Source: an optimization exercise on an open RTL-to-GDS flow (aim: small area). Production flows keep margins and buffers that such runs may drop.
The RTL was checked by simulation tests, not by an equivalence proof against the original design.
Power is estimated from default activity; no workload was simulated.

==> design/flow/design.v <==
module fa (a, b, c, s, co);
input  a, b, c;
output s, co;
assign s  = a ^ b ^ c;
assign co = (a & b) | (a & c) | (b & c);
endmodule
module fir(
	out,
	x,
	clk,
	rest
	);
output [34:0] out;
input         rest;
input  [15:0] x;
input         clk;
reg  [15:0] r0, r1, r2, r3, r4, r5, r6, r7, r8, r9, r10, r11, r12, r13;
reg  [15:0] p;
reg  [2:0]  n;           
reg         z;           
reg  [2:0]  q;           
reg  [24:0] ra;
reg  [6:0] rb;
reg         rc;
wire [25:0] l = {1'b1, ra[24], ra[23], ra[22], ra[21], ra[20], ra[19], ra[18], ra[17], ra[16], ra[15], ra[14], ra[13], ra[12], ra[11], ra[10], ra[9], ra[8], ra[7], ra[6], ra[5], ra[4], ra[3], ra[2], ra[1], ra[0]}
              + {1'b0, rb[6], rb[5], 1'b0, rb[4], rb[3], 1'b0, rb[2], rb[1], 1'b0, rb[0], 1'b0, 1'b0, 1'b0, 1'b0, 1'b0, 1'b0, 1'b0, 1'b0, 1'b0, 1'b0, 1'b0, 1'b0, 1'b0, 1'b0, 1'b0}
              + {rc, 15'd0};
wire [3:0] hi = {4{l[25]}} - {1'b0, q};
assign out = {hi, {4{l[25]}}, l, 1'b0} & {35{~z}};
wire [15:0] d7  = (rest && n == 3'd7) ? r6 : 16'd0;
wire [15:0] d14 = rest ? ~r13 : 16'd0;
wire t1n_x0 = r8[0] ^ r13[0];
wire t1n_s0 = t1n_x0 ^ 1'b1;
wire t1n_g0 = (r8[0] & r13[0]) | (t1n_x0 & 1'b1);
wire t1n_p0 = 1'b0;
wire t1n_p1 = r8[1] ^ r13[1];
wire t1n_g1 = r8[1] & r13[1];
wire t1n_p2 = r8[2] ^ r13[2];
wire t1n_g2 = r8[2] & r13[2];
wire t1n_p3 = r8[3] ^ r13[3];
wire t1n_g3 = r8[3] & r13[3];
wire t1n_p4 = r8[4] ^ r13[4];
wire t1n_g4 = r8[4] & r13[4];
wire t1n_p5 = r8[5] ^ r13[5];
wire t1n_g5 = r8[5] & r13[5];
wire t1n_p6 = r8[6] ^ r13[6];
wire t1n_g6 = r8[6] & r13[6];
wire t1n_p7 = r8[7] ^ r13[7];
wire t1n_g7 = r8[7] & r13[7];
wire t1n_p8 = r8[8] ^ r13[8];
wire t1n_g8 = r8[8] & r13[8];
wire t1n_p9 = r8[9] ^ r13[9];
wire t1n_g9 = r8[9] & r13[9];
wire t1n_p10 = r8[10] ^ r13[10];
wire t1n_g10 = r8[10] & r13[10];
wire t1n_p11 = r8[11] ^ r13[11];
wire t1n_g11 = r8[11] & r13[11];
wire t1n_p12 = r8[12] ^ r13[12];
wire t1n_g12 = r8[12] & r13[12];
wire t1n_p13 = r8[13] ^ r13[13];
wire t1n_g13 = r8[13] & r13[13];
wire t1n_p14 = r8[14] ^ r13[14];
wire t1n_g14 = r8[14] & r13[14];
wire t1n_p15 = r8[15] ^ r13[15];
wire t1n_g15 = r8[15] & r13[15];
wire t1n_G1 = t1n_g1 | (t1n_p1 & t1n_g0);
wire t1n_G2 = t1n_g3 | (t1n_p3 & t1n_g2);
wire t1n_P2 = t1n_p3 & t1n_p2;
wire t1n_G3 = t1n_g5 | (t1n_p5 & t1n_g4);
wire t1n_P3 = t1n_p5 & t1n_p4;
wire t1n_G4 = t1n_g7 | (t1n_p7 & t1n_g6);
wire t1n_P4 = t1n_p7 & t1n_p6;
wire t1n_G5 = t1n_g9 | (t1n_p9 & t1n_g8);
wire t1n_P5 = t1n_p9 & t1n_p8;
wire t1n_G6 = t1n_g11 | (t1n_p11 & t1n_g10);
wire t1n_P6 = t1n_p11 & t1n_p10;
wire t1n_G7 = t1n_g13 | (t1n_p13 & t1n_g12);
wire t1n_P7 = t1n_p13 & t1n_p12;
wire t1n_G8 = t1n_g15 | (t1n_p15 & t1n_g14);
wire t1n_P8 = t1n_p15 & t1n_p14;
wire t1n_G9 = t1n_G2 | (t1n_P2 & t1n_G1);
wire t1n_G10 = t1n_G4 | (t1n_P4 & t1n_G3);
wire t1n_P10 = t1n_P4 & t1n_P3;
wire t1n_G11 = t1n_G6 | (t1n_P6 & t1n_G5);
wire t1n_P11 = t1n_P6 & t1n_P5;
wire t1n_G12 = t1n_G8 | (t1n_P8 & t1n_G7);
wire t1n_P12 = t1n_P8 & t1n_P7;
wire t1n_G13 = t1n_G10 | (t1n_P10 & t1n_G9);
wire t1n_G14 = t1n_G12 | (t1n_P12 & t1n_G11);
wire t1n_P14 = t1n_P12 & t1n_P11;
wire t1n_G15 = t1n_G14 | (t1n_P14 & t1n_G13);
wire t1n_G16 = t1n_G11 | (t1n_P11 & t1n_G13);
wire t1n_G17 = t1n_G3 | (t1n_P3 & t1n_G9);
wire t1n_G18 = t1n_G5 | (t1n_P5 & t1n_G13);
wire t1n_G19 = t1n_G7 | (t1n_P7 & t1n_G16);
wire t1n_fs2, t1n_G20;
fa t1n_f2 (.a(r8[2]), .b(r13[2]), .c(t1n_G1), .s(t1n_fs2), .co(t1n_G20));
wire t1n_fs4, t1n_G21;
fa t1n_f4 (.a(r8[4]), .b(r13[4]), .c(t1n_G9), .s(t1n_fs4), .co(t1n_G21));
wire t1n_fs6, t1n_G22;
fa t1n_f6 (.a(r8[6]), .b(r13[6]), .c(t1n_G17), .s(t1n_fs6), .co(t1n_G22));
wire t1n_fs8, t1n_G23;
fa t1n_f8 (.a(r8[8]), .b(r13[8]), .c(t1n_G13), .s(t1n_fs8), .co(t1n_G23));
wire t1n_fs10, t1n_G24;
fa t1n_f10 (.a(r8[10]), .b(r13[10]), .c(t1n_G18), .s(t1n_fs10), .co(t1n_G24));
wire t1n_fs12, t1n_G25;
fa t1n_f12 (.a(r8[12]), .b(r13[12]), .c(t1n_G16), .s(t1n_fs12), .co(t1n_G25));
wire t1n_fs14, t1n_G26;
fa t1n_f14 (.a(r8[14]), .b(r13[14]), .c(t1n_G19), .s(t1n_fs14), .co(t1n_G26));
wire [15:0] t1n = {t1n_p15 ^ t1n_G26, t1n_fs14, t1n_p13 ^ t1n_G25, t1n_fs12, t1n_p11 ^ t1n_G24, t1n_fs10, t1n_p9 ^ t1n_G23, t1n_fs8, t1n_p7 ^ t1n_G22, t1n_fs6, t1n_p5 ^ t1n_G21, t1n_fs4, t1n_p3 ^ t1n_G20, t1n_fs2, t1n_p1 ^ t1n_g0, t1n_s0};
wire t1n_co = t1n_G15;
wire t2_p0 = r9[0] ^ r12[0];
wire t2_g0 = r9[0] & r12[0];
wire t2_p1 = r9[1] ^ r12[1];
wire t2_g1 = r9[1] & r12[1];
wire t2_p2 = r9[2] ^ r12[2];
wire t2_g2 = r9[2] & r12[2];
wire t2_p3 = r9[3] ^ r12[3];
wire t2_g3 = r9[3] & r12[3];
wire t2_p4 = r9[4] ^ r12[4];
wire t2_g4 = r9[4] & r12[4];
wire t2_p5 = r9[5] ^ r12[5];
wire t2_g5 = r9[5] & r12[5];
wire t2_p6 = r9[6] ^ r12[6];
wire t2_g6 = r9[6] & r12[6];
wire t2_p7 = r9[7] ^ r12[7];
wire t2_g7 = r9[7] & r12[7];
wire t2_p8 = r9[8] ^ r12[8];
wire t2_g8 = r9[8] & r12[8];
wire t2_p9 = r9[9] ^ r12[9];
wire t2_g9 = r9[9] & r12[9];
wire t2_p10 = r9[10] ^ r12[10];
wire t2_g10 = r9[10] & r12[10];
wire t2_p11 = r9[11] ^ r12[11];
wire t2_g11 = r9[11] & r12[11];
wire t2_p12 = r9[12] ^ r12[12];
wire t2_g12 = r9[12] & r12[12];
wire t2_p13 = r9[13] ^ r12[13];
wire t2_g13 = r9[13] & r12[13];
wire t2_p14 = r9[14] ^ r12[14];
wire t2_g14 = r9[14] & r12[14];
wire t2_p15 = r9[15] ^ r12[15];
wire t2_g15 = r9[15] & r12[15];
wire t2_G1 = t2_g1 | (t2_p1 & t2_g0);
wire t2_G2 = t2_g3 | (t2_p3 & t2_g2);
wire t2_P2 = t2_p3 & t2_p2;
wire t2_G3 = t2_g5 | (t2_p5 & t2_g4);
wire t2_P3 = t2_p5 & t2_p4;
wire t2_G4 = t2_g7 | (t2_p7 & t2_g6);
wire t2_P4 = t2_p7 & t2_p6;
wire t2_G5 = t2_g9 | (t2_p9 & t2_g8);
wire t2_P5 = t2_p9 & t2_p8;
wire t2_G6 = t2_g11 | (t2_p11 & t2_g10);
wire t2_P6 = t2_p11 & t2_p10;
wire t2_G7 = t2_g13 | (t2_p13 & t2_g12);
wire t2_P7 = t2_p13 & t2_p12;
wire t2_G8 = t2_g15 | (t2_p15 & t2_g14);
wire t2_P8 = t2_p15 & t2_p14;
wire t2_G9 = t2_G2 | (t2_P2 & t2_G1);
wire t2_G10 = t2_G4 | (t2_P4 & t2_G3);
wire t2_P10 = t2_P4 & t2_P3;
wire t2_G11 = t2_G6 | (t2_P6 & t2_G5);
wire t2_P11 = t2_P6 & t2_P5;
wire t2_G12 = t2_G8 | (t2_P8 & t2_G7);
wire t2_P12 = t2_P8 & t2_P7;
wire t2_G13 = t2_G10 | (t2_P10 & t2_G9);
wire t2_G14 = t2_G12 | (t2_P12 & t2_G11);
wire t2_P14 = t2_P12 & t2_P11;
wire t2_G15 = t2_G14 | (t2_P14 & t2_G13);
wire t2_G16 = t2_G11 | (t2_P11 & t2_G13);
wire t2_G17 = t2_G3 | (t2_P3 & t2_G9);
wire t2_G18 = t2_G5 | (t2_P5 & t2_G13);
wire t2_G19 = t2_G7 | (t2_P7 & t2_G16);
wire t2_fs2, t2_G20;
fa t2_f2 (.a(r9[2]), .b(r12[2]), .c(t2_G1), .s(t2_fs2), .co(t2_G20));
wire t2_fs4, t2_G21;
fa t2_f4 (.a(r9[4]), .b(r12[4]), .c(t2_G9), .s(t2_fs4), .co(t2_G21));
wire t2_fs6, t2_G22;
fa t2_f6 (.a(r9[6]), .b(r12[6]), .c(t2_G17), .s(t2_fs6), .co(t2_G22));
wire t2_fs8, t2_G23;
fa t2_f8 (.a(r9[8]), .b(r12[8]), .c(t2_G13), .s(t2_fs8), .co(t2_G23));
wire t2_fs10, t2_G24;
fa t2_f10 (.a(r9[10]), .b(r12[10]), .c(t2_G18), .s(t2_fs10), .co(t2_G24));
wire t2_fs12, t2_G25;
fa t2_f12 (.a(r9[12]), .b(r12[12]), .c(t2_G16), .s(t2_fs12), .co(t2_G25));
wire t2_fs14, t2_G26;
fa t2_f14 (.a(r9[14]), .b(r12[14]), .c(t2_G19), .s(t2_fs14), .co(t2_G26));
wire [15:0] t2 = {t2_p15 ^ t2_G26, t2_fs14, t2_p13 ^ t2_G25, t2_fs12, t2_p11 ^ t2_G24, t2_fs10, t2_p9 ^ t2_G23, t2_fs8, t2_p7 ^ t2_G22, t2_fs6, t2_p5 ^ t2_G21, t2_fs4, t2_p3 ^ t2_G20, t2_fs2, t2_p1 ^ t2_g0, t2_p0};
wire t2_co = t2_G15;
wire t3n_x0 = r10[0] ^ r11[0];
wire t3n_s0 = t3n_x0 ^ 1'b1;
wire t3n_g0 = (r10[0] & r11[0]) | (t3n_x0 & 1'b1);
wire t3n_p0 = 1'b0;
wire t3n_p1 = r10[1] ^ r11[1];
wire t3n_g1 = r10[1] & r11[1];
wire t3n_p2 = r10[2] ^ r11[2];
wire t3n_g2 = r10[2] & r11[2];
wire t3n_p3 = r10[3] ^ r11[3];
wire t3n_g3 = r10[3] & r11[3];
wire t3n_p4 = r10[4] ^ r11[4];
wire t3n_g4 = r10[4] & r11[4];
wire t3n_p5 = r10[5] ^ r11[5];
wire t3n_g5 = r10[5] & r11[5];
wire t3n_p6 = r10[6] ^ r11[6];
wire t3n_g6 = r10[6] & r11[6];
wire t3n_p7 = r10[7] ^ r11[7];
wire t3n_g7 = r10[7] & r11[7];
wire t3n_p8 = r10[8] ^ r11[8];
wire t3n_g8 = r10[8] & r11[8];
wire t3n_p9 = r10[9] ^ r11[9];
wire t3n_g9 = r10[9] & r11[9];
wire t3n_p10 = r10[10] ^ r11[10];
wire t3n_g10 = r10[10] & r11[10];
wire t3n_p11 = r10[11] ^ r11[11];
wire t3n_g11 = r10[11] & r11[11];
wire t3n_p12 = r10[12] ^ r11[12];
wire t3n_g12 = r10[12] & r11[12];
wire t3n_p13 = r10[13] ^ r11[13];
wire t3n_g13 = r10[13] & r11[13];
wire t3n_p14 = r10[14] ^ r11[14];
wire t3n_g14 = r10[14] & r11[14];
wire t3n_p15 = r10[15] ^ r11[15];
wire t3n_g15 = r10[15] & r11[15];
wire t3n_G1 = t3n_g1 | (t3n_p1 & t3n_g0);
wire t3n_G2 = t3n_g3 | (t3n_p3 & t3n_g2);
wire t3n_P2 = t3n_p3 & t3n_p2;
wire t3n_G3 = t3n_g5 | (t3n_p5 & t3n_g4);
wire t3n_P3 = t3n_p5 & t3n_p4;
wire t3n_G4 = t3n_g7 | (t3n_p7 & t3n_g6);
wire t3n_P4 = t3n_p7 & t3n_p6;
wire t3n_G5 = t3n_g9 | (t3n_p9 & t3n_g8);
wire t3n_P5 = t3n_p9 & t3n_p8;
wire t3n_G6 = t3n_g11 | (t3n_p11 & t3n_g10);
wire t3n_P6 = t3n_p11 & t3n_p10;
wire t3n_G7 = t3n_g13 | (t3n_p13 & t3n_g12);
wire t3n_P7 = t3n_p13 & t3n_p12;
wire t3n_G8 = t3n_g15 | (t3n_p15 & t3n_g14);
wire t3n_P8 = t3n_p15 & t3n_p14;
wire t3n_G9 = t3n_G2 | (t3n_P2 & t3n_G1);
wire t3n_G10 = t3n_G4 | (t3n_P4 & t3n_G3);
wire t3n_P10 = t3n_P4 & t3n_P3;
wire t3n_G11 = t3n_G6 | (t3n_P6 & t3n_G5);
wire t3n_P11 = t3n_P6 & t3n_P5;
wire t3n_G12 = t3n_G8 | (t3n_P8 & t3n_G7);
wire t3n_P12 = t3n_P8 & t3n_P7;
wire t3n_G13 = t3n_G10 | (t3n_P10 & t3n_G9);
wire t3n_G14 = t3n_G12 | (t3n_P12 & t3n_G11);
wire t3n_P14 = t3n_P12 & t3n_P11;
wire t3n_G15 = t3n_G14 | (t3n_P14 & t3n_G13);
wire t3n_G16 = t3n_G11 | (t3n_P11 & t3n_G13);
wire t3n_G17 = t3n_G3 | (t3n_P3 & t3n_G9);
wire t3n_G18 = t3n_G5 | (t3n_P5 & t3n_G13);
wire t3n_G19 = t3n_G7 | (t3n_P7 & t3n_G16);
wire t3n_fs2, t3n_G20;
fa t3n_f2 (.a(r10[2]), .b(r11[2]), .c(t3n_G1), .s(t3n_fs2), .co(t3n_G20));
wire t3n_fs4, t3n_G21;
fa t3n_f4 (.a(r10[4]), .b(r11[4]), .c(t3n_G9), .s(t3n_fs4), .co(t3n_G21));
wire t3n_fs6, t3n_G22;
fa t3n_f6 (.a(r10[6]), .b(r11[6]), .c(t3n_G17), .s(t3n_fs6), .co(t3n_G22));
wire t3n_fs8, t3n_G23;
fa t3n_f8 (.a(r10[8]), .b(r11[8]), .c(t3n_G13), .s(t3n_fs8), .co(t3n_G23));
wire t3n_fs10, t3n_G24;
fa t3n_f10 (.a(r10[10]), .b(r11[10]), .c(t3n_G18), .s(t3n_fs10), .co(t3n_G24));
wire t3n_fs12, t3n_G25;
fa t3n_f12 (.a(r10[12]), .b(r11[12]), .c(t3n_G16), .s(t3n_fs12), .co(t3n_G25));
wire t3n_fs14, t3n_G26;
fa t3n_f14 (.a(r10[14]), .b(r11[14]), .c(t3n_G19), .s(t3n_fs14), .co(t3n_G26));
wire [15:0] t3n = {t3n_p15 ^ t3n_G26, t3n_fs14, t3n_p13 ^ t3n_G25, t3n_fs12, t3n_p11 ^ t3n_G24, t3n_fs10, t3n_p9 ^ t3n_G23, t3n_fs8, t3n_p7 ^ t3n_G22, t3n_fs6, t3n_p5 ^ t3n_G21, t3n_fs4, t3n_p3 ^ t3n_G20, t3n_fs2, t3n_p1 ^ t3n_g0, t3n_s0};
wire t3n_co = t3n_G15;
wire pn_p0 = d7[0] ^ d14[0];
wire pn_g0 = d7[0] & d14[0];
wire pn_p1 = d7[1] ^ d14[1];
wire pn_g1 = d7[1] & d14[1];
wire pn_p2 = d7[2] ^ d14[2];
wire pn_g2 = d7[2] & d14[2];
wire pn_p3 = d7[3] ^ d14[3];
wire pn_g3 = d7[3] & d14[3];
wire pn_p4 = d7[4] ^ d14[4];
wire pn_g4 = d7[4] & d14[4];
wire pn_p5 = d7[5] ^ d14[5];
wire pn_g5 = d7[5] & d14[5];
wire pn_p6 = d7[6] ^ d14[6];
wire pn_g6 = d7[6] & d14[6];
wire pn_p7 = d7[7] ^ d14[7];
wire pn_g7 = d7[7] & d14[7];
wire pn_p8 = d7[8] ^ d14[8];
wire pn_g8 = d7[8] & d14[8];
wire pn_p9 = d7[9] ^ d14[9];
wire pn_g9 = d7[9] & d14[9];
wire pn_p10 = d7[10] ^ d14[10];
wire pn_g10 = d7[10] & d14[10];
wire pn_p11 = d7[11] ^ d14[11];
wire pn_g11 = d7[11] & d14[11];
wire pn_p12 = d7[12] ^ d14[12];
wire pn_g12 = d7[12] & d14[12];
wire pn_p13 = d7[13] ^ d14[13];
wire pn_g13 = d7[13] & d14[13];
wire pn_p14 = d7[14] ^ d14[14];
wire pn_g14 = d7[14] & d14[14];
wire pn_p15 = d7[15] ^ d14[15];
wire pn_g15 = d7[15] & d14[15];
wire pn_G1 = pn_g1 | (pn_p1 & pn_g0);
wire pn_G2 = pn_g3 | (pn_p3 & pn_g2);
wire pn_P2 = pn_p3 & pn_p2;
wire pn_G3 = pn_g5 | (pn_p5 & pn_g4);
wire pn_P3 = pn_p5 & pn_p4;
wire pn_G4 = pn_g7 | (pn_p7 & pn_g6);
wire pn_P4 = pn_p7 & pn_p6;
wire pn_G5 = pn_g9 | (pn_p9 & pn_g8);
wire pn_P5 = pn_p9 & pn_p8;
wire pn_G6 = pn_g11 | (pn_p11 & pn_g10);
wire pn_P6 = pn_p11 & pn_p10;
wire pn_G7 = pn_g13 | (pn_p13 & pn_g12);
wire pn_P7 = pn_p13 & pn_p12;
wire pn_G8 = pn_g15 | (pn_p15 & pn_g14);
wire pn_P8 = pn_p15 & pn_p14;
wire pn_G9 = pn_G2 | (pn_P2 & pn_G1);
wire pn_G10 = pn_G4 | (pn_P4 & pn_G3);
wire pn_P10 = pn_P4 & pn_P3;
wire pn_G11 = pn_G6 | (pn_P6 & pn_G5);
wire pn_P11 = pn_P6 & pn_P5;
wire pn_G12 = pn_G8 | (pn_P8 & pn_G7);
wire pn_P12 = pn_P8 & pn_P7;
wire pn_G13 = pn_G10 | (pn_P10 & pn_G9);
wire pn_G14 = pn_G12 | (pn_P12 & pn_G11);
wire pn_P14 = pn_P12 & pn_P11;
wire pn_G15 = pn_G14 | (pn_P14 & pn_G13);
wire pn_G16 = pn_G11 | (pn_P11 & pn_G13);
wire pn_G17 = pn_G3 | (pn_P3 & pn_G9);
wire pn_G18 = pn_G5 | (pn_P5 & pn_G13);
wire pn_G19 = pn_G7 | (pn_P7 & pn_G16);
wire pn_fs2, pn_G20;
fa pn_f2 (.a(d7[2]), .b(d14[2]), .c(pn_G1), .s(pn_fs2), .co(pn_G20));
wire pn_fs4, pn_G21;
fa pn_f4 (.a(d7[4]), .b(d14[4]), .c(pn_G9), .s(pn_fs4), .co(pn_G21));
wire pn_fs6, pn_G22;
fa pn_f6 (.a(d7[6]), .b(d14[6]), .c(pn_G17), .s(pn_fs6), .co(pn_G22));
wire pn_fs8, pn_G23;
fa pn_f8 (.a(d7[8]), .b(d14[8]), .c(pn_G13), .s(pn_fs8), .co(pn_G23));
wire pn_fs10, pn_G24;
fa pn_f10 (.a(d7[10]), .b(d14[10]), .c(pn_G18), .s(pn_fs10), .co(pn_G24));
wire pn_fs12, pn_G25;
fa pn_f12 (.a(d7[12]), .b(d14[12]), .c(pn_G16), .s(pn_fs12), .co(pn_G25));
wire pn_fs14, pn_G26;
fa pn_f14 (.a(d7[14]), .b(d14[14]), .c(pn_G19), .s(pn_fs14), .co(pn_G26));
wire [15:0] pn = {pn_p15 ^ pn_G26, pn_fs14, pn_p13 ^ pn_G25, pn_fs12, pn_p11 ^ pn_G24, pn_fs10, pn_p9 ^ pn_G23, pn_fs8, pn_p7 ^ pn_G22, pn_fs6, pn_p5 ^ pn_G21, pn_fs4, pn_p3 ^ pn_G20, pn_fs2, pn_p1 ^ pn_g0, pn_p0};
wire pn_co = pn_G15;
wire [15:0] t1 = ~t1n;    
wire [15:0] t3 = ~t3n;    
wire z0 = p[15]  & ~|p[14:0];
wire z1 = t1[15] & ~|t1[14:0];
wire z2 = t2[15] & ~|t2[14:0];
wire z3 = t3[15] & ~|t3[14:0];
wire [2:0] qn = z0 + z1 + z2 + z3;
wire [25:0] an, bn;
wire [15:0] s0 = p, s1 = t1, s2 = t2, s3 = t3;
wire [15:0] ns1 = t1n, ns3 = t3n;
wire cn;
wire [15:0] ns0 = ~s0;
wire nz0 = ~z0;
wire nz1 = ~z1;
wire [15:0] ns2 = ~s2;
wire nz2 = ~z2;
wire nz3 = ~z3;
wire qs0p = ~s0[15] | z0;    
wire qs1p = ~s1[15] | z1;    
wire qs1n = s1[15] & ~z1;    
wire qs2p = ~s2[15] | z2;    
wire qs3p = ~s3[15] | z3;    
wire qs3n = s3[15] & ~z3;    
wire w0, w1;
fa u1 (.a(s0[2]), .b(s0[0]), .c(ns1[0]), .s(w0), .co(w1));
wire w2, w3;
fa u2 (.a(ns3[0]), .b(w0), .c(s2[2]), .s(w2), .co(w3));
wire w4 = s0[3] ^ s0[1];
wire w5 = s0[3] | s0[1];
wire w6, w7;
fa u3 (.a(w1), .b(ns1[1]), .c(ns3[1]), .s(w6), .co(w7));
wire w8 = ~w4;
wire w9, w10;
fa u4 (.a(w8), .b(s2[3]), .c(w3), .s(w9), .co(w10));
wire w11, w12;
fa u5 (.a(s0[4]), .b(s0[2]), .c(w5), .s(w11), .co(w12));
wire w13, w14;
fa u6 (.a(w11), .b(ns1[2]), .c(ns3[2]), .s(w13), .co(w14));
wire w15, w16;
fa u7 (.a(s2[4]), .b(w7), .c(w13), .s(w15), .co(w16));
wire w17 = s0[5] ^ s0[3];
wire w18 = s0[5] | s0[3];
wire w19 = ~w17;
wire w20, w21;
fa u8 (.a(ns3[0]), .b(w19), .c(w12), .s(w20), .co(w21));
wire w22, w23;
fa u9 (.a(w20), .b(ns1[3]), .c(ns3[3]), .s(w22), .co(w23));
wire w24, w25;
fa u10 (.a(s2[5]), .b(w14), .c(w22), .s(w24), .co(w25));
wire w26, w27;
fa u11 (.a(s0[6]), .b(s0[4]), .c(w18), .s(w26), .co(w27));
wire w28, w29;
fa u12 (.a(s1[0]), .b(w26), .c(ns3[1]), .s(w28), .co(w29));
wire w30, w31;
fa u13 (.a(w21), .b(ns1[4]), .c(ns3[4]), .s(w30), .co(w31));
wire w32, w33;
fa u14 (.a(s2[6]), .b(w28), .c(w23), .s(w32), .co(w33));
wire w34, w35;
fa u15 (.a(w30), .b(w25), .c(w32), .s(w34), .co(w35));
wire w36, w37;
fa u16 (.a(s0[7]), .b(s0[5]), .c(w27), .s(w36), .co(w37));
wire w38, w39;
fa u17 (.a(s1[1]), .b(ns3[2]), .c(w36), .s(w38), .co(w39));
wire w40, w41;
fa u18 (.a(w29), .b(ns1[5]), .c(ns3[5]), .s(w40), .co(w41));
wire w42, w43;
fa u19 (.a(s2[7]), .b(w38), .c(w31), .s(w42), .co(w43));
wire w44, w45;
fa u20 (.a(w40), .b(w33), .c(w42), .s(w44), .co(w45));
wire w46, w47;
fa u21 (.a(s0[8]), .b(s0[6]), .c(s2[0]), .s(w46), .co(w47));
wire w48, w49;
fa u22 (.a(w46), .b(s1[2]), .c(w37), .s(w48), .co(w49));
wire w50, w51;
fa u23 (.a(ns3[3]), .b(ns1[6]), .c(ns3[6]), .s(w50), .co(w51));
wire w52, w53;
fa u24 (.a(w39), .b(w48), .c(s2[8]), .s(w52), .co(w53));
wire w54, w55;
fa u25 (.a(w41), .b(w50), .c(w43), .s(w54), .co(w55));
wire w56, w57;
fa u26 (.a(w52), .b(w45), .c(w54), .s(w56), .co(w57));
wire w58, w59;
fa u27 (.a(s0[9]), .b(s0[7]), .c(s3[0]), .s(w58), .co(w59));
wire w60, w61;
fa u28 (.a(w47), .b(w58), .c(s2[1]), .s(w60), .co(w61));
wire w62, w63;
fa u29 (.a(s1[3]), .b(ns3[4]), .c(w60), .s(w62), .co(w63));
wire w64, w65;
fa u30 (.a(w49), .b(ns1[7]), .c(ns3[7]), .s(w64), .co(w65));
wire w66, w67;
fa u31 (.a(s2[9]), .b(w62), .c(w51), .s(w66), .co(w67));
wire w68, w69;
fa u32 (.a(w53), .b(w64), .c(w66), .s(w68), .co(w69));
wire w70, w71;
fa u33 (.a(w55), .b(w68), .c(w57), .s(w70), .co(w71));
wire w72, w73;
fa u34 (.a(s0[10]), .b(s0[8]), .c(w59), .s(w72), .co(w73));
wire w74, w75;
fa u35 (.a(s3[1]), .b(s2[2]), .c(s1[4]), .s(w74), .co(w75));
wire w76, w77;
fa u36 (.a(w72), .b(w61), .c(ns3[5]), .s(w76), .co(w77));
wire w78, w79;
fa u37 (.a(w74), .b(ns1[8]), .c(ns3[8]), .s(w78), .co(w79));
wire w80, w81;
fa u38 (.a(w63), .b(s2[10]), .c(w76), .s(w80), .co(w81));
wire w82, w83;
fa u39 (.a(w65), .b(w78), .c(w67), .s(w82), .co(w83));
wire w84, w85;
fa u40 (.a(w80), .b(w69), .c(w82), .s(w84), .co(w85));
wire w86, w87;
fa u41 (.a(s0[11]), .b(s0[9]), .c(s3[2]), .s(w86), .co(w87));
wire w88, w89;
fa u42 (.a(s2[3]), .b(w73), .c(s1[5]), .s(w88), .co(w89));
wire w90, w91;
fa u43 (.a(w86), .b(ns3[6]), .c(w75), .s(w90), .co(w91));
wire w92, w93;
fa u44 (.a(w88), .b(w77), .c(ns1[9]), .s(w92), .co(w93));
wire w94, w95;
fa u45 (.a(ns3[9]), .b(s2[11]), .c(w90), .s(w94), .co(w95));
wire w96, w97;
fa u46 (.a(w79), .b(w81), .c(w92), .s(w96), .co(w97));
wire w98, w99;
fa u47 (.a(w94), .b(w83), .c(w96), .s(w98), .co(w99));
wire w100, w101;
fa u48 (.a(s0[12]), .b(s0[10]), .c(s3[3]), .s(w100), .co(w101));
wire w102, w103;
fa u49 (.a(s2[4]), .b(w87), .c(s1[6]), .s(w102), .co(w103));
wire w104, w105;
fa u50 (.a(w100), .b(ns3[7]), .c(w89), .s(w104), .co(w105));
wire w106, w107;
fa u51 (.a(w102), .b(ns1[10]), .c(ns3[10]), .s(w106), .co(w107));
wire w108, w109;
fa u52 (.a(w91), .b(s2[12]), .c(w104), .s(w108), .co(w109));
wire w110, w111;
fa u53 (.a(w93), .b(w106), .c(w95), .s(w110), .co(w111));
wire w112, w113;
fa u54 (.a(w108), .b(w97), .c(w110), .s(w112), .co(w113));
wire w114, w115;
fa u55 (.a(s0[13]), .b(s0[11]), .c(s3[4]), .s(w114), .co(w115));
wire w116, w117;
fa u56 (.a(s2[5]), .b(w101), .c(s1[7]), .s(w116), .co(w117));
wire w118, w119;
fa u57 (.a(w114), .b(ns3[8]), .c(w103), .s(w118), .co(w119));
wire w120, w121;
fa u58 (.a(w116), .b(s2[13]), .c(ns1[11]), .s(w120), .co(w121));
wire w122, w123;
fa u59 (.a(ns3[11]), .b(w105), .c(w118), .s(w122), .co(w123));
wire w124, w125;
fa u60 (.a(w107), .b(w120), .c(w109), .s(w124), .co(w125));
wire w126, w127;
fa u61 (.a(w122), .b(w111), .c(w124), .s(w126), .co(w127));
wire w128, w129;
fa u62 (.a(s0[14]), .b(s0[12]), .c(s3[5]), .s(w128), .co(w129));
wire w130, w131;
fa u63 (.a(s2[6]), .b(w115), .c(s1[8]), .s(w130), .co(w131));
wire w132, w133;
fa u64 (.a(w128), .b(ns3[9]), .c(w117), .s(w132), .co(w133));
wire w134, w135;
fa u65 (.a(s2[14]), .b(w130), .c(ns1[12]), .s(w134), .co(w135));
wire w136, w137;
fa u66 (.a(ns3[12]), .b(w119), .c(w132), .s(w136), .co(w137));
wire w138, w139;
fa u67 (.a(w121), .b(w134), .c(w123), .s(w138), .co(w139));
wire w140, w141;
fa u68 (.a(w136), .b(w125), .c(w138), .s(w140), .co(w141));
wire w142, w143;
fa u69 (.a(s0[13]), .b(qs0p), .c(s3[6]), .s(w142), .co(w143));
wire w144, w145;
fa u70 (.a(s2[7]), .b(w129), .c(s1[9]), .s(w144), .co(w145));
wire w146, w147;
fa u71 (.a(w142), .b(ns3[10]), .c(w131), .s(w146), .co(w147));
wire w148, w149;
fa u72 (.a(ns1[13]), .b(ns3[13]), .c(w144), .s(w148), .co(w149));
wire w150, w151;
fa u73 (.a(w133), .b(w146), .c(w135), .s(w150), .co(w151));
wire w152, w153;
fa u74 (.a(w148), .b(w137), .c(w150), .s(w152), .co(w153));
wire w154, w155;
fa u75 (.a(w139), .b(qs2p), .c(w152), .s(w154), .co(w155));
wire w156 = s0[14] ^ s3[7];
wire w157 = s0[14] | s3[7];
wire w158, w159;
fa u76 (.a(s2[8]), .b(w143), .c(s1[10]), .s(w158), .co(w159));
wire w160, w161;
fa u77 (.a(ns3[11]), .b(ns1[14]), .c(ns3[14]), .s(w160), .co(w161));
wire w162 = ~w156;
wire w163, w164;
fa u78 (.a(w162), .b(w145), .c(w158), .s(w163), .co(w164));
wire w165, w166;
fa u79 (.a(w147), .b(w160), .c(w149), .s(w165), .co(w166));
wire w167, w168;
fa u80 (.a(w163), .b(w151), .c(w165), .s(w167), .co(w168));
wire w169, w170;
fa u81 (.a(w153), .b(w167), .c(w155), .s(w169), .co(w170));
wire w171, w172;
fa u82 (.a(qs0p), .b(s3[8]), .c(s2[9]), .s(w171), .co(w172));
wire w173, w174;
fa u83 (.a(w157), .b(s1[11]), .c(ns3[12]), .s(w173), .co(w174));
wire w175, w176;
fa u84 (.a(w171), .b(w159), .c(w161), .s(w175), .co(w176));
wire w177, w178;
fa u85 (.a(w173), .b(w164), .c(w175), .s(w177), .co(w178));
wire w179, w180;
fa u86 (.a(w166), .b(qs1n), .c(qs3n), .s(w179), .co(w180));
wire w181, w182;
fa u87 (.a(w177), .b(w168), .c(w179), .s(w181), .co(w182));
wire w183, w184;
fa u88 (.a(s3[9]), .b(s2[10]), .c(s1[12]), .s(w183), .co(w184));
wire w185, w186;
fa u89 (.a(ns3[13]), .b(w172), .c(w183), .s(w185), .co(w186));
wire w187, w188;
fa u90 (.a(w174), .b(w176), .c(w185), .s(w187), .co(w188));
wire w189, w190;
fa u91 (.a(w178), .b(w187), .c(w180), .s(w189), .co(w190));
wire w191 = s3[10] ^ s2[11];
wire w192 = s3[10] | s2[11];
wire w193, w194;
fa u92 (.a(s1[13]), .b(ns3[14]), .c(w184), .s(w193), .co(w194));
wire w195 = ~w191;
wire w196, w197;
fa u93 (.a(w195), .b(w186), .c(w193), .s(w196), .co(w197));
wire w198, w199;
fa u94 (.a(w188), .b(w196), .c(w190), .s(w198), .co(w199));
wire w200, w201;
fa u95 (.a(s3[11]), .b(s1[14]), .c(s2[12]), .s(w200), .co(w201));
wire w202, w203;
fa u96 (.a(w192), .b(w200), .c(w194), .s(w202), .co(w203));
wire w204, w205;
fa u97 (.a(w197), .b(w202), .c(qs3n), .s(w204), .co(w205));
wire w206, w207;
fa u98 (.a(s2[13]), .b(s3[12]), .c(w201), .s(w206), .co(w207));
wire w208, w209;
fa u99 (.a(w206), .b(w203), .c(qs1p), .s(w208), .co(w209));
wire w210 = s2[14] ^ s3[13];
wire w211 = s2[14] | s3[13];
wire w212 = ~w210;
wire w213, w214;
fa u100 (.a(w212), .b(w207), .c(w209), .s(w213), .co(w214));
wire w215, w216;
fa u101 (.a(s3[14]), .b(w211), .c(qs2p), .s(w215), .co(w216));
wire cp0_p0 = s0[0] ^ s2[0];
wire cp0_g0 = s0[0] & s2[0];
wire cp0_p1 = s0[1] ^ s2[1];
wire cp0_g1 = s0[1] & s2[1];
wire cp0_p2 = w2 ^ 1'b0;
wire cp0_g2 = w2 & 1'b0;
wire cp0_p3 = w6 ^ w9;
wire cp0_g3 = w6 & w9;
wire cp0_p4 = w10 ^ w15;
wire cp0_g4 = w10 & w15;
wire cp0_p5 = w16 ^ w24;
wire cp0_g5 = w16 & w24;
wire cp0_p6 = w34 ^ 1'b0;
wire cp0_g6 = w34 & 1'b0;
wire cp0_p7 = w35 ^ w44;
wire cp0_g7 = w35 & w44;
wire cp0_p8 = w56 ^ 1'b0;
wire cp0_g8 = w56 & 1'b0;
wire cp0_p9 = w70 ^ 1'b0;
wire cp0_g9 = w70 & 1'b0;
wire cp0_p10 = w71 ^ w84;
wire cp0_g10 = w71 & w84;
wire cp0_p11 = w85 ^ w98;
wire cp0_g11 = w85 & w98;
wire cp0_p12 = w99 ^ w112;
wire cp0_g12 = w99 & w112;
wire cp0_p13 = w113 ^ w126;
wire cp0_g13 = w113 & w126;
wire cp0_p14 = w127 ^ w140;
wire cp0_g14 = w127 & w140;
wire cp0_G1 = cp0_g1 | (cp0_p1 & cp0_g0);
wire cp0_G2 = cp0_g3 | (cp0_p3 & cp0_g2);
wire cp0_P2 = cp0_p3 & cp0_p2;
wire cp0_G3 = cp0_g5 | (cp0_p5 & cp0_g4);
wire cp0_P3 = cp0_p5 & cp0_p4;
wire cp0_G4 = cp0_g7 | (cp0_p7 & cp0_g6);
wire cp0_P4 = cp0_p7 & cp0_p6;
wire cp0_G5 = cp0_g9 | (cp0_p9 & cp0_g8);
wire cp0_P5 = cp0_p9 & cp0_p8;
wire cp0_G6 = cp0_g11 | (cp0_p11 & cp0_g10);
wire cp0_P6 = cp0_p11 & cp0_p10;
wire cp0_G7 = cp0_g13 | (cp0_p13 & cp0_g12);
wire cp0_P7 = cp0_p13 & cp0_p12;
wire cp0_G8 = cp0_G2 | (cp0_P2 & cp0_G1);
wire cp0_G9 = cp0_G4 | (cp0_P4 & cp0_G3);
wire cp0_P9 = cp0_P4 & cp0_P3;
wire cp0_G10 = cp0_G6 | (cp0_P6 & cp0_G5);
wire cp0_P10 = cp0_P6 & cp0_P5;
wire cp0_G11 = cp0_G9 | (cp0_P9 & cp0_G8);
wire cp0_G12 = cp0_G10 | (cp0_P10 & cp0_G11);
wire cp0_G13 = cp0_G3 | (cp0_P3 & cp0_G8);
wire cp0_G14 = cp0_G5 | (cp0_P5 & cp0_G11);
wire cp0_G15 = cp0_G7 | (cp0_P7 & cp0_G12);
wire cp0_fs2, cp0_G16;
fa cp0_f2 (.a(w2), .b(1'b0), .c(cp0_G1), .s(cp0_fs2), .co(cp0_G16));
wire cp0_fs4, cp0_G17;
fa cp0_f4 (.a(w10), .b(w15), .c(cp0_G8), .s(cp0_fs4), .co(cp0_G17));
wire cp0_fs6, cp0_G18;
fa cp0_f6 (.a(w34), .b(1'b0), .c(cp0_G13), .s(cp0_fs6), .co(cp0_G18));
wire cp0_fs8, cp0_G19;
fa cp0_f8 (.a(w56), .b(1'b0), .c(cp0_G11), .s(cp0_fs8), .co(cp0_G19));
wire cp0_fs10, cp0_G20;
fa cp0_f10 (.a(w71), .b(w84), .c(cp0_G14), .s(cp0_fs10), .co(cp0_G20));
wire cp0_fs12, cp0_G21;
fa cp0_f12 (.a(w99), .b(w112), .c(cp0_G12), .s(cp0_fs12), .co(cp0_G21));
wire cp0_fs14, cp0_G22;
fa cp0_f14 (.a(w127), .b(w140), .c(cp0_G15), .s(cp0_fs14), .co(cp0_G22));
wire [14:0] cp0 = {cp0_fs14, cp0_p13 ^ cp0_G21, cp0_fs12, cp0_p11 ^ cp0_G20, cp0_fs10, cp0_p9 ^ cp0_G19, cp0_fs8, cp0_p7 ^ cp0_G18, cp0_fs6, cp0_p5 ^ cp0_G17, cp0_fs4, cp0_p3 ^ cp0_G16, cp0_fs2, cp0_p1 ^ cp0_g0, cp0_p0};
wire cp0_co = cp0_G22;
assign an = {1'b1, qs3p, w214, w213, w205, w199, w198, w182, w170, w169, w141, cp0[14], cp0[13], cp0[12], cp0[11], cp0[10], cp0[9], cp0[8], cp0[7], cp0[6], cp0[5], cp0[4], cp0[3], cp0[2], cp0[1], cp0[0]};
assign bn = {1'b0, w216, w215, 1'b0, w208, w204, 1'b0, w189, w181, 1'b0, w154, 1'b0, 1'b0, 1'b0, 1'b0, 1'b0, 1'b0, 1'b0, 1'b0, 1'b0, 1'b0, 1'b0, 1'b0, 1'b0, 1'b0, 1'b0};
assign cn = cp0_co;
always @(posedge clk) begin
	r0  <= x;
	r1  <= r0;
	r2  <= r1;
	r3  <= r2;
	r4  <= r3;
	r5  <= r4;
	r6  <= r5;
	r7  <= d7;
	r8  <= ~(rest ? r7  : 16'd0);
	r9  <= rest ? ~r8  : 16'd0;
	r10 <= ~(rest ? r9  : 16'd0);
	r11 <= ~(rest ? ~r10 : 16'd0);
	r12 <= rest ? ~r11 : 16'd0;
	r13 <= ~(rest ? r12 : 16'd0);
	p   <= pn;
	z   <= ~rest;
	q   <= qn;
	ra  <= {an[24], an[23], an[22], an[21], an[20], an[19], an[18], an[17], an[16], an[15], an[14], an[13], an[12], an[11], an[10], an[9], an[8], an[7], an[6], an[5], an[4], an[3], an[2], an[1], an[0]};
	rb  <= {bn[24], bn[23], bn[21], bn[20], bn[18], bn[17], bn[15]};
	rc  <= cn;
	if (!rest)
		n <= 3'd0;
	else if (n != 3'd7)
		n <= n + 3'd1;
end
endmodule
==> design/flow/flow/run.sh <==
#!/bin/bash
# Own flow: the standard layout (standard.sh, all steps), except that the
# port buffers that global placement inserts (one per input and output port,
# as in the standard flow) are the library's smallest buffer, buf_1.
set -e
export BUFFER_PORTS_ARGS="-buffer_cell sky130_fd_sc_hd__buf_1"
bash standard.sh > standard.log 2>&1
==> design/flow/standard.sh <==
#!/bin/bash
# synth_recipe.tcl (not shown) runs the flow's synth.tcl, then flattens the netlist and writes it again
# the make line also repeats each setting of config.mk as NAME=value (left out here)
make -C /OpenROAD-flow-scripts/flow DESIGN_CONFIG=/design/flow/config.mk WORK_HOME=/design/flow/orfs CLKGATE_MAP_FILE= SYNTH_SCRIPT=/design/flow/synth_recipe.tcl "${@:-finish}"
==> design/flow/config.mk <==
export PLATFORM = sky130hd
export DESIGN_NAME = fir
export DESIGN_NICKNAME = fir
export VERILOG_FILES = /design/flow/design.v
export SDC_FILE = /design/flow/constraint.sdc
export NUM_CORES = 4
export LEC_CHECK = 0
export CAP_MARGIN = 20
export CORE_MARGIN = 2
export CORE_UTILIZATION = 65
export CTS_BUF_LIST = sky130_fd_sc_hd__clkbuf_8
export CTS_CLUSTER_DIAMETER = 150
export CTS_CLUSTER_SIZE = 16
export SLEW_MARGIN = 20
export SYNTH_HIERARCHICAL = 1
export SYNTH_MINIMUM_KEEP_SIZE = 0
==> design/flow/constraint.sdc <==
create_clock -name core_clock -period 6.0 [get_ports {clk}]
set_input_delay 1.2000 -clock core_clock [delete_from_list [all_inputs] [get_ports {clk}]]
set_output_delay 1.2000 -clock core_clock [all_outputs]
set_load 0.01 [all_outputs]
==> impl_metrics.py, run 1 <==
metrics = {
    "outcome": {
        "status": "no timing/DRC/antenna violations",
    },
    "route": {
        "num_vias": 6743,
        "ant_nets": 0,
        "via_per_inst": 5.31,
        "drc": 0,
        "wirelength_um": 22100,
        "drtIter0Drc": 328,
        "wl_per_cell_um": 17.4,
        "first_pass_iters": 4,
    },
    "clocking": {
        "clockBufferDepth": 3,
        "cts_tree": "built",
        "clk_latency_ps": 530,
        "numClockSinks": 280,
        "holdBufCountCts": 0,
        "htreeDepth": 1,
        "cts_resized": 0,
        "cts_setup_buffers": 0,
        "clk_pin_slew_ps": 110,
        "clockRootBuffer": "clkbuf_8",
        "cts_buffers": 21,
    },
    "setup_path": {
        "reg2reg_depth": 19,
        "r2r_end": "ra[13]",
        "critPathMaxFanout": 3,
        "startpoint": "r10[0]",
        "crit_path_end_kind": "flop",
        "critical_path_class": "reg -> reg",
        "cp-start-kind": "flop",
        "r2r-start": "r10[0]",
        "worst_ep_required_time_ps": 6420,
        "crit_arrival_ps": 6070,
        "cp-endpoint": "ra[13]",
        "rrSetupSlack_ps": 360,
    },
    "pwr": {
        "max-vdd-ir-drop_mv": 0.313,
        "leakagePower_nw": 5.73,
        "p_per_area_mw_per_mm2": 240,
        "fin_total_pwr_mw": 3.08,
    },
    "sta": {
        "tightestPinTransition_ps": 964,
        "tns_ps": 0,
        "finalCritPeriodShare_pct": 94.1,
        "hold_viol": 0,
        "setup_viol": 0,
        "period_needed_ps": 5640,
        "rsz0062_at_grt": "no",
        "slew_headroom_pct": 35.6,
        "fmaxAchievable_mhz": 177,
        "finalClockSkew_ps": 23.2,
        "drv_slew": 0,
    },
    "grt": {
        "track_usage_pct": 23.5,
        "grt_max_degree": 83,
        "grt_overflow": 0,
        "grt_pass1_vias": 7073,
        "grt_first_pass_wirelength_um": 36100,
        "antenna_found_initial": 0,
    },
    "logic_synthesis": {
        "syn_area_per_cell_um2": 12.3,
        "post-synth-top-count-cell": "dfxtp_1",
        "yosysTopAreaCell": "dfxtp_1",
        "syn_inst": 980,
        "ys_ff_latch": 280,
        "async_flop_share_pct": 0,
        "synth_area_leaders": "dfxtp_1 46%, fa_1 24%, ha_1 8.9%, nor2_1 2.5%, nand2_1 2.3%",
        "yosys.area.top_type_share_pct": 46.5,
        "synth_cell_type_count": 43,
        "synthFlopType": "dfxtp_1",
        "netlist_top_cells_count": "280 x dfxtp_1, 144 x fa_1, 86 x ha_1, 81 x nor2_1, 74 x nand2_1",
        "synth_area_mm2": 0.0121,
        "synth_edf_count": 0,
        "synth-warning-count": 7,
        "synth-seq-area-share_pct": 46.5,
    },
    "layout": {
        "antenna_cells": 0,
        "nNetsFinal": 1290,
        "drive_above_1_share_pct": 4.13,
        "syn2layout_area_growth_pct": 6.19,
    },
    "floorplan": {
        "dieArea_mm2": 0.0197,
        "io-pin-count": 53,
        "die_y_um": 140,
        "die_w_um": 140,
        "fp-row-count": 49,
        "initial_core_util_pct": 66.7,
        "coreArea_mm2": 0.0181,
    },
    "job": {
        "maxCapViolCount": 0,
    },
    "placement": {
        "hpwl_um": 17500,
        "io_buffers": 51,
        "place.gp.congestion": 0.872,
    },
    "min_path": {
        "hold_path.class": "reg -> reg",
    },
}
worst min-delay path by stage:
| stage | from | end | cells past startpoint | slack [ps] |
|---|---|---|---|---|
| 3_3_place_gp | r5[0] | r6[0] | 0 | 310 |
| 2_1_floorplan | r0[0] | r1[0] | 0 | 310 |
| 5_1_grt | r3[8] | r4[8] | 0 | 330 |
| 6_report | r1[2] | r2[2] | 0 | 320 |
| 3_5_place_dp | r2[9] | r3[9] | 0 | 310 |
| 4_1_cts | r2[0] | r3[0] | 0 | 320 |
through the flow:
stage	hold slack, ps	instances	utilization, %	setup WS [ps]	area, µm²
6_report	323	1270	70.8	356	12800
5_1_grt	328	1270	70.8	127	12800
4_1_cts	319	1270	70.8	346	12800
3_5_place_dp	312	1248	69.2	356	12500
3_3_place_gp	310	1248	69.2	542	12500
2_1_floorplan	310	983	-	840	12100
flip-flops by register name, indices dropped and copies added, names as in the netlist:
| register | flops |
|---|---|
| r12 | 16 |
| ra | 25 |
| r9 | 16 |
| rc | 1 |
| r10 | 16 |
| p | 16 |
| r13 | 16 |
| r1 | 16 |
| n | 3 |
| r4 | 16 |
| r3 | 16 |
| r8 | 16 |
| r6 | 16 |
| r7 | 16 |
| z | 1 |
| r5 | 16 |
| r11 | 16 |
| q | 3 |
| r2 | 16 |
| r0 | 16 |
| rb | 7 |
cell families (layout without fill, tap and decap cells):
| kind of cell | after synthesis | count (layout) | share of synthesized area, % |
|---|---|---|---|
| muxes | 3 | 3 | 0.259 |
| buffers and inverters | 87 | 145 | 2.87 |
| DFF | 280 | 280 | 46.5 |
| and+or+nand+nor | 253 | 253 | 9.88 |
| other | 1 | 4 | 0.0311 |
| adders and majority gates | 230 | 230 | 32.8 |
| AOI/OAI and AO/OA | 80 | 80 | 4.18 |
| xor gates and xnor gates | 46 | 46 | 3.47 |
worst max-delay path: stages (launching register included):
cell	delay, ps
dfxtp_1	320
inv_1	80
ha_1	150
inv_1	50
fa_1	410
a21o_1	170
a21o_1	220
fa_1	390
xnor2_1	380
inv_1	160
fa_1	410
fa_1	480
fa_1	530
fa_1	430
ha_1	330
and4_1	210
a21boi_1	200
inv_1	80
fa_1	390
xor2_1	150
layer usage:
layer | global-route usage [%] | vias up | wire length, µm
li1 | - | 3254 | -
met1 | 31.9 | 3284 | 10100
met2 | 39.9 | 165 | 10400
met3 | 3.32 | 40 | 1020
met4 | 6.96 | 0 | 608
met5 | 0 | - | 0
placed cells by master (no fill, tap or decap), drive strengths merged, types with 23 or more instances in the layout:
| master | instances |
|---|---|
| dfxtp | 280 |
| fa | 144 |
| ha | 86 |
| nor2 | 81 |
| nand2 | 74 |
| inv | 63 |
| buf | 59 |
| a21oi | 27 |
| xor2 | 27 |
| nor2b | 23 |
per-module statistics from Yosys (local to each module, per instance):
module / cells / cell area, µm² / copies in the design
fa: 1 / 20.0 / 136
fir: 844 / 9340 / 1
power by group:
part | internal [mW] | switching (mW) | total, mW
logic | 0.119 | 0.154 | 0.273
clock network | 0.319 | 0.544 | 0.863
registers | 1.92 | 0.0183 | 1.94
layout make-up:
| cell class | instances | area [µm²] |
|---|---|---|
| clock buffers | 21 | 289 |
| inverters | 63 | 238 |
| well taps | 229 | 287 |
| clock inverters | 1 | 8.76 |
| repair buffers | 60 | 260 |
| multi-input cells | 616 | 6120 |
| fillers | 1310 | 5280 |
| flip-flops and latches | 280 | 5610 |
==> inputs of run 2 (changes only) <==
--- a/design/flow/design.v
+++ b/design/flow/design.v
@@ -22,9 +22,58 @@
 reg  [24:0] ra;
 reg  [6:0] rb;
 reg         rc;
-wire [25:0] l = {1'b1, ra[24], ra[23], ra[22], ra[21], ra[20], ra[19], ra[18], ra[17], ra[16], ra[15], ra[14], ra[13], ra[12], ra[11], ra[10], ra[9], ra[8], ra[7], ra[6], ra[5], ra[4], ra[3], ra[2], ra[1], ra[0]}
-              + {1'b0, rb[6], rb[5], 1'b0, rb[4], rb[3], 1'b0, rb[2], rb[1], 1'b0, rb[0], 1'b0, 1'b0, 1'b0, 1'b0, 1'b0, 1'b0, 1'b0, 1'b0, 1'b0, 1'b0, 1'b0, 1'b0, 1'b0, 1'b0, 1'b0}
-              + {rc, 15'd0};
+wire lu_x0 = ra[15] ^ rb[0];
+wire lu_s0 = lu_x0 ^ rc;
+wire lu_g0 = (ra[15] & rb[0]) | (lu_x0 & rc);
+wire lu_p0 = 1'b0;
+wire lu_p1 = ra[16] ^ 1'b0;
+wire lu_g1 = ra[16] & 1'b0;
+wire lu_p2 = ra[17] ^ rb[1];
+wire lu_g2 = ra[17] & rb[1];
+wire lu_p3 = ra[18] ^ rb[2];
+wire lu_g3 = ra[18] & rb[2];
+wire lu_p4 = ra[19] ^ 1'b0;
+wire lu_g4 = ra[19] & 1'b0;
+wire lu_p5 = ra[20] ^ rb[3];
+wire lu_g5 = ra[20] & rb[3];
+wire lu_p6 = ra[21] ^ rb[4];
+wire lu_g6 = ra[21] & rb[4];
+wire lu_p7 = ra[22] ^ 1'b0;
+wire lu_g7 = ra[22] & 1'b0;
+wire lu_p8 = ra[23] ^ rb[5];
+wire lu_g8 = ra[23] & rb[5];
+wire lu_p9 = ra[24] ^ rb[6];
+wire lu_g9 = ra[24] & rb[6];
+wire lu_p10 = 1'b1 ^ 1'b0;
+wire lu_g10 = 1'b1 & 1'b0;
+wire lu_G1 = lu_g1 | (lu_p1 & lu_g0);
+wire lu_G2 = lu_g3 | (lu_p3 & lu_g2);
+wire lu_P2 = lu_p3 & lu_p2;
+wire lu_G3 = lu_g5 | (lu_p5 & lu_g4);
+wire lu_P3 = lu_p5 & lu_p4;
+wire lu_G4 = lu_g7 | (lu_p7 & lu_g6);
+wire lu_P4 = lu_p7 & lu_p6;
+wire lu_G5 = lu_g9 | (lu_p9 & lu_g8);
+wire lu_P5 = lu_p9 & lu_p8;
+wire lu_G6 = lu_G2 | (lu_P2 & lu_G1);
+wire lu_G7 = lu_G4 | (lu_P4 & lu_G3);
+wire lu_P7 = lu_P4 & lu_P3;
+wire lu_G8 = lu_G7 | (lu_P7 & lu_G6);
+wire lu_G9 = lu_G3 | (lu_P3 & lu_G6);
+wire lu_G10 = lu_G5 | (lu_P5 & lu_G8);
+wire lu_fs2, lu_G11;
+fa lu_f2 (.a(ra[17]), .b(rb[1]), .c(lu_G1), .s(lu_fs2), .co(lu_G11));
+wire lu_fs4, lu_G12;
+fa lu_f4 (.a(ra[19]), .b(1'b0), .c(lu_G6), .s(lu_fs4), .co(lu_G12));
+wire lu_fs6, lu_G13;
+fa lu_f6 (.a(ra[21]), .b(rb[4]), .c(lu_G9), .s(lu_fs6), .co(lu_G13));
+wire lu_fs8, lu_G14;
+fa lu_f8 (.a(ra[23]), .b(rb[5]), .c(lu_G8), .s(lu_fs8), .co(lu_G14));
+wire lu_fs10, lu_G15;
+fa lu_f10 (.a(1'b1), .b(1'b0), .c(lu_G10), .s(lu_fs10), .co(lu_G15));
+wire [10:0] lu = {lu_fs10, lu_p9 ^ lu_G14, lu_fs8, lu_p7 ^ lu_G13, lu_fs6, lu_p5 ^ lu_G12, lu_fs4, lu_p3 ^ lu_G11, lu_fs2, lu_p1 ^ lu_g0, lu_s0};
+wire lu_co = lu_G15;
+wire [25:0] l = {lu, ra[14], ra[13], ra[12], ra[11], ra[10], ra[9], ra[8], ra[7], ra[6], ra[5], ra[4], ra[3], ra[2], ra[1], ra[0]};
 wire [3:0] hi = {4{l[25]}} - {1'b0, q};
 assign out = {hi, {4{l[25]}}, l, 1'b0} & {35{~z}};
 wire [15:0] d7  = (rest && n == 3'd7) ? r6 : 16'd0;
==> run 2 against run 1 <==
Against the previous run:
- power is 0.16% higher
- flip-flop and latch count unchanged
- sequential power about the same
- via count rose by 1.9%
- critical path depth is 1 lower
- die area down 0.80%
- worst setup slack gained 130 ps
- largest cell class unchanged
- highest routed layer unchanged
==> impl_metrics.py, run 2 <==
metrics = {
    "clocking": {
        "holdBufCountCts": 0,
        "numClockSinks": 280,
        "htreeDepth": 1,
        "clk_latency_ps": 530,
        "clk_pin_slew_ps": 100,
        "cts_tree": "built",
        "clockBufferDepth": 3,
        "cts_buffers": 21,
        "clockRootBuffer": "clkbuf_8",
        "cts_setup_buffers": 0,
        "cts_resized": 0,
    },
    "sta": {
        "finalCritPeriodShare_pct": 92.0,
        "hold_viol": 0,
        "tns_ps": 0,
        "rsz0062_at_grt": "no",
        "period_needed_ps": 5520,
        "slew_headroom_pct": 32.2,
        "drv_slew": 0,
        "fmaxAchievable_mhz": 181,
        "finalClockSkew_ps": 33.5,
        "tightestPinTransition_ps": 1020,
        "setup_slack_ps": 482,
        "setup_viol": 0,
    },
    "logic_synthesis": {
        "syn_inst": 965,
        "syn_area_per_cell_um2": 12.4,
        "yosysTopAreaCell": "dfxtp_1",
        "synth_edf_count": 0,
        "post-synth-top-count-cell": "dfxtp_1",
        "ys_ff_latch": 280,
        "synth_area_mm2": 0.0120,
        "netlist_top_cells_count": "280 x dfxtp_1, 149 x fa_1, 82 x nand2_1, 80 x ha_1, 67 x nor2_1",
        "async_flop_share_pct": 0,
        "yosys.area.top_type_share_pct": 46.9,
        "synth_area_leaders": "dfxtp_1 47%, fa_1 25%, ha_1 8.4%, nand2_1 2.6%, nor2_1 2.1%",
        "synth-warning-count": 7,
        "synthFlopType": "dfxtp_1",
        "synth_cell_type_count": 39,
        "synth-seq-area-share_pct": 46.9,
    },
    "setup_path": {
        "rrSetupSlack_ps": 480,
        "crit_path_end_kind": "flop",
        "cp-start-kind": "flop",
        "slowest_stage": "fa_1",
        "cpLargestDelayFamily": "adder cells",
        "reg2reg_depth": 18,
        "r2r_end": "ra[14]",
        "critical_path_class": "reg -> reg",
        "worst_ep_required_time_ps": 6410,
        "critPathMaxFanout": 3,
        "r2r-start": "r10[0]",
        "cp_common_cell": "fa_1",
        "crit_arrival_ps": 5930,
        "critPathBufInv": 3,
        "path_cells": "inv_1 -> ha_1 -> inv_1 -> fa_1 -> fa_1 -> xnor2_1 -> inv_1 -> fa_1 -> fa_1 -> fa_1 -> fa_1 -> fa_1 -> ha_1 -> nand2_1 -> nor2_1 -> o21ai_0 -> a311oi_1 -> fa_1",
        "cpPeakStageDelay_ps": 470,
    },
    "grt": {
        "antenna_found_initial": 0,
        "grt_max_degree": 83,
        "grt_pass1_vias": 7680,
        "track_usage_pct": 26.2,
        "grt_overflow": 0,
        "grt_first_pass_wirelength_um": 39700,
    },
    "route": {
        "first_pass_iters": 5,
        "drtIter0Drc": 356,
        "met1Wirelength_um": 10500,
        "via_per_inst": 5.46,
        "num_vias": 6870,
        "wl_per_cell_um": 19.3,
        "wl_met3_um": 1080,
        "route.met2.wl_um": 11900,
        "ant_nets": 0,
        "routed.top_layer": "met4",
        "drc": 0,
        "wirelength_um": 24300,
    },
    "floorplan": {
        "fp-row-count": 49,
        "die_y_um": 140,
        "initial_core_util_pct": 66.3,
        "die_w_um": 140,
        "dieArea_mm2": 0.0195,
        "coreArea_mm2": 0.0180,
        "io-pin-count": 53,
    },
    "layout": {
        "largest_reg_flops": 25,
        "layout_commonest_cell": "dfxtp_1",
        "fillers": 1249,
        "regMostFlops": "ra",
        "antenna_cells": 0,
        "layout_common_cells": "280 x dfxtp_1, 149 x fa_1, 82 x nand2_1",
        "fin_util_pct": 70.6,
        "nNetsFinal": 1278,
        "drive_above_1_share_pct": 3.79,
        "syn2layout_area_growth_pct": 6.35,
    },
    "pwr": {
        "p_per_area_mw_per_mm2": 242,
        "max-vdd-ir-drop_mv": 0.415,
        "leakagePower_nw": 5.63,
    },
    "placement": {
        "hpwl_um": 19200,
        "place.gp.congestion": 0.971,
        "io_buffers": 51,
        "dp_slack_ps": 485,
    },
    "min_path": {
        "hold_path.class": "reg -> reg",
        "hold_depth": 0,
        "worstHoldEndpoint": "r5[1]",
        "min_from": "r4[1]",
    },
    "outcome": {
        "status": "no timing/DRC/antenna violations",
    },
    "job": {
        "maxCapViolCount": 0,
    },
}
-- run 2: changes by cell type in the layout (fill, tap and decap cells not counted), sizes merged, moves of 5 or more --
cell / change
fa: +5
a31oi: +8
nor2: -14
nand2: +8
nand3: -6
ha: -6
a21o: -15
o211ai: -5
xor2: -5
-- run 2: area by class of cell --
class,instances,area [µm²],share of cell area (%)
Multi-Input combinational cell,600,6010,47.2
Tap cell,229,287,2.25
Timing Repair Buffer,62,275,2.16
Clock inverter,1,8.76,0.0689
Clock buffer,21,289,2.27
Inverter,66,248,1.95
Sequential cell,280,5610,44.1
-- run 2: worst register-to-register path, delay by kind of cell (launching register included) --
family	cells	cell delay, ps
adders and majority gates	10	3820
AOI/OAI and AO/OA	2	410
DFF	1	320
and+or+nand+nor	2	110
buffers and inverters	3	300
xor gates and xnor gates	1	440
-- run 2: Yosys stat by module, one instance, submodules excluded --
module	flip-flops and latches	cell area, µm²	cells inside
fir	280	9140	824
fa	0	20.0	1
-- run 2: per-stage QoR --
step	area [µm²]	power [mW]	std cells	hold slack, ps
CTS	12700	3.11	1259	323
global placement	12400	2.24	1237	309
detailed placement	12400	2.26	1237	312
global route	12700	3.21	1259	318
finish	12700	3.08	1259	320
floorplan	12000	2.18	970	310
-- run 2: layer usage --
metal  track usage [%]  up-vias
met5                 0        -
met3              3.72       54
met2              45.0      177
li1                  -     3193
met1              34.4     3446
met4              9.26        0
-- run 2: logic make-up after synthesis --
logic type                 Yosys count  share of synthesized area [%]
xor gates and xnor gates            43                           3.15
and+or+nand+nor                    245                           9.69
muxes                                2                          0.167
adders and majority gates          229                           33.3
other                                2                         0.0628
buffers and inverters               90                           3.07
AOI/OAI and AO/OA                   74                           3.68
DFF                                280                           46.9
-- run 2: worst max-delay path by stage --
| stage | cells past startpoint | endpoint | from |
|---|---|---|---|
| floorplan | 18 | ra[14] | r8[0] |
| global placement | 18 | ra[14] | r10[0] |
| detailed placement | 18 | ra[14] | r8[0] |
| CTS | 18 | ra[14] | r10[0] |
| global route | 18 | ra[14] | r10[0] |
| finish | 18 | ra[14] | r10[0] |
-- run 2: power breakdown --
| group | total [mW] | switching (mW) | internal [mW] |
|---|---|---|---|
| logic | 0.274 | 0.156 | 0.118 |
| clock network | 0.865 | 0.546 | 0.319 |
| registers | 1.94 | 0.0216 | 1.92 |
| total | 3.08 | 0.723 | 2.36 |
==> inputs of run 3 (changes only) <==
--- a/design/flow/config.mk
+++ b/design/flow/config.mk
@@ -10,7 +10,7 @@
 export CORE_UTILIZATION = 65
 export CTS_BUF_LIST = sky130_fd_sc_hd__clkbuf_8
 export CTS_CLUSTER_DIAMETER = 150
-export CTS_CLUSTER_SIZE = 16
+export CTS_CLUSTER_SIZE = 14
 export SLEW_MARGIN = 20
 export SYNTH_HIERARCHICAL = 1
 export SYNTH_MINIMUM_KEEP_SIZE = 0
==> run 3 against run 2 <==
Against the previous run:
- first-iteration DRC count fell by 11%
- sequential share of layout area fell by 0.065 points
- global-route usage fell by 0.45 points
- clock skew rose by 5.7 ps
- worst hold slack got worse by 1.7 ps
- via count fell by 0.57%
- final cell count barely moved
- fmax fell by 0.41%
- clock power rose by 2%
- worst setup slack got worse by 23 ps
- critical path depth did not move
- core utilization rose by 0.10 points
- critical path type unchanged
- largest cell class unchanged
==> impl_metrics.py, run 3 <==
metrics = {
    "outcome": {
        "status": "no timing/DRC/antenna violations",
    },
    "floorplan": {
        "die_y_um": 140,
        "io-pin-count": 53,
        "coreArea_mm2": 0.0180,
        "initial_core_util_pct": 66.3,
    },
    "route": {
        "drtIter0Drc": 317,
        "wl_per_cell_um": 19.1,
        "via_per_inst": 5.42,
        "drc": 0,
        "ant_nets": 0,
        "num_vias": 6831,
    },
    "logic_synthesis": {
        "netlist_top_cells_count": "280 x dfxtp_1, 149 x fa_1, 82 x nand2_1, 80 x ha_1, 67 x nor2_1",
        "syn_area_per_cell_um2": 12.4,
        "yosysTopAreaCell": "dfxtp_1",
        "yosys.area.top_type_share_pct": 46.9,
        "async_flop_share_pct": 0,
        "synth_area_mm2": 0.0120,
        "post-synth-top-count-cell": "dfxtp_1",
        "synth-seq-area-share_pct": 46.9,
        "synth_area_leaders": "dfxtp_1 47%, fa_1 25%, ha_1 8.4%, nand2_1 2.6%, nor2_1 2.1%",
        "synth-warning-count": 7,
        "synth_edf_count": 0,
    },
    "placement": {
        "place.gp.congestion": 0.971,
        "placed_cells": 1237,
        "hpwl_um": 19200,
        "place_area_mm2": 0.0124,
    },
    "sta": {
        "fmaxAchievable_mhz": 180,
        "drv_slew": 0,
        "period_needed_ps": 5540,
        "rsz0062_at_grt": "no",
        "tns_ps": 0,
        "tightestPinTransition_ps": 1010,
        "finalCritPeriodShare_pct": 92.3,
        "finalClockSkew_ps": 39.2,
        "hold_viol": 0,
    },
    "min_path": {
        "min_from": "r2[7]",
        "hold_path.class": "reg -> reg",
        "hold_depth": 0,
    },
    "clocking": {
        "numClockSinks": 280,
        "cts_tree": "built",
        "cts_setup_buffers": 0,
        "clk_pin_slew_ps": 100,
        "holdBufCountCts": 0,
        "cts_buffers": 23,
        "cts_resized": 0,
        "clockBufferDepth": 3,
    },
    "setup_path": {
        "slowest_stage": "fa_1",
        "cp_common_cell": "fa_1",
        "reg2reg_depth": 18,
        "startpoint": "r10[0]",
        "crit_path_end_kind": "flop",
        "cp-start-kind": "flop",
        "crit_arrival_ps": 5950,
        "worst_ep_required_time_ps": 6410,
        "cp-endpoint": "ra[14]",
        "critical_path_class": "reg -> reg",
    },
    "layout": {
        "regMostFlops": "ra",
        "layout_common_cells": "280 x dfxtp_1, 149 x fa_1, 82 x nand2_1",
        "largest_reg_flops": 25,
        "drive_above_1_share_pct": 3.88,
        "layout_commonest_cell": "dfxtp_1",
        "nNetsFinal": 1280,
    },
    "job": {
        "maxCapViolCount": 0,
    },
    "grt": {
        "grt_use_met2_pct": 44.2,
        "grt_first_pass_wirelength_um": 39100,
        "grt_max_degree": 83,
        "antenna_found_initial": 0,
        "grt_overflow": 0,
        "grt_pass1_vias": 7567,
    },
    "pwr": {
        "max-vdd-ir-drop_mv": 0.251,
        "fin_total_pwr_mw": 3.10,
    },
}
[run 3: stage by stage]
step	utilization (%)	worst slack, ps	hold slack [ps]
2_1_floorplan	-	936	310
3_3_place_gp	68.9	534	309
3_5_place_dp	68.9	485	312
4_1_cts	70.7	457	327
5_1_grt	70.7	198	324
6_report	70.7	459	319
[run 3: critical path, delay by kind of cell (launching register included)]
family / cells / cell delay [ps]
xor gates and xnor gates: 1 / 450
DFF: 1 / 310
adders and majority gates: 10 / 3820
and+or+nand+nor: 2 / 110
AOI/OAI and AO/OA: 2 / 410
buffers and inverters: 3 / 310
[run 3: layout make-up]
cell class                      instances  area (µm²)  share of cell area [%]
Multi-Input combinational cell        600        6010                    47.2
Inverter                               66         248                    1.94
Tap cell                              229         287                    2.25
Sequential cell                       280        5610                    44.0
Timing Repair Buffer                   62         275                    2.16
Clock buffer                           23         317                    2.49
[run 3: worst min-delay path by stage]
stage | to | slack (ps)
after floorplan | r1[0] | 310
after detailed placement | r1[13] | 310
final | r3[7] | 320
after global routing | r3[7] | 320
after CTS | r3[7] | 330
after global placement | r6[0] | 310
[run 3: per-layer routing]
layer / wire length (µm) / up-vias
met4: 718 / 0
met1: 10300 / 3380
li1: - / 3198
met3: 1230 / 48
met5: 0 / -
met2: 11800 / 205
[run 3: kinds of logic (layout without fill, tap and decap cells)]
| logic type | after synthesis | count (layout) | share of synthesized area (%) |
|---|---|---|---|
| mux | 2 | 2 | 0.167 |
| xor+xnor | 43 | 43 | 3.15 |
| compound gates | 74 | 74 | 3.68 |
| flops | 280 | 280 | 46.9 |
| fa+ha+maj | 229 | 229 | 33.3 |
| simple gates | 245 | 245 | 9.69 |
| other cells | 2 | 7 | 0.0628 |
| buf+inv | 90 | 151 | 3.07 |
[run 3: Yosys stat by module (local to each module, per instance)]
module  area, µm²  cells
fir          9140    824
fa           20.0      1
[run 3: where the power goes]
part / switching, mW / internal, mW
clock network: 0.538 / 0.343
registers: 0.0211 / 1.92
logic: 0.155 / 0.118

==> static timing again, ports no longer ideal <==
Ports are ideal in the flow. The routed layouts listed here were re-timed in OpenROAD.
Step 1 sets driving cells, clkbuf_16 on the clock port and buf_2 on the other inputs (assumed; they add their load-dependent delay and slew).
Step 2, shift: input delay + t, output delay - t, t = (earliest + latest rising clock arrival at the registers) / 2. This alone moves slack from input paths to output paths.
Slacks: ideal / step 1 / step 2; pairs: ideal / step 1.
| run | t, ns | setup WS [ns] | worst setup path at the end |
|---|---|---|---|
| run 1 | 0.557 | 0.356 / 0.356 / 0.356 | register to register |
| run 2 | 0.557 | 0.482 / 0.482 / 0.482 | register to register |
| run 3 | 0.565 | 0.459 / 0.459 / 0.459 | register to register |
After both steps every run listed still meets setup and hold.
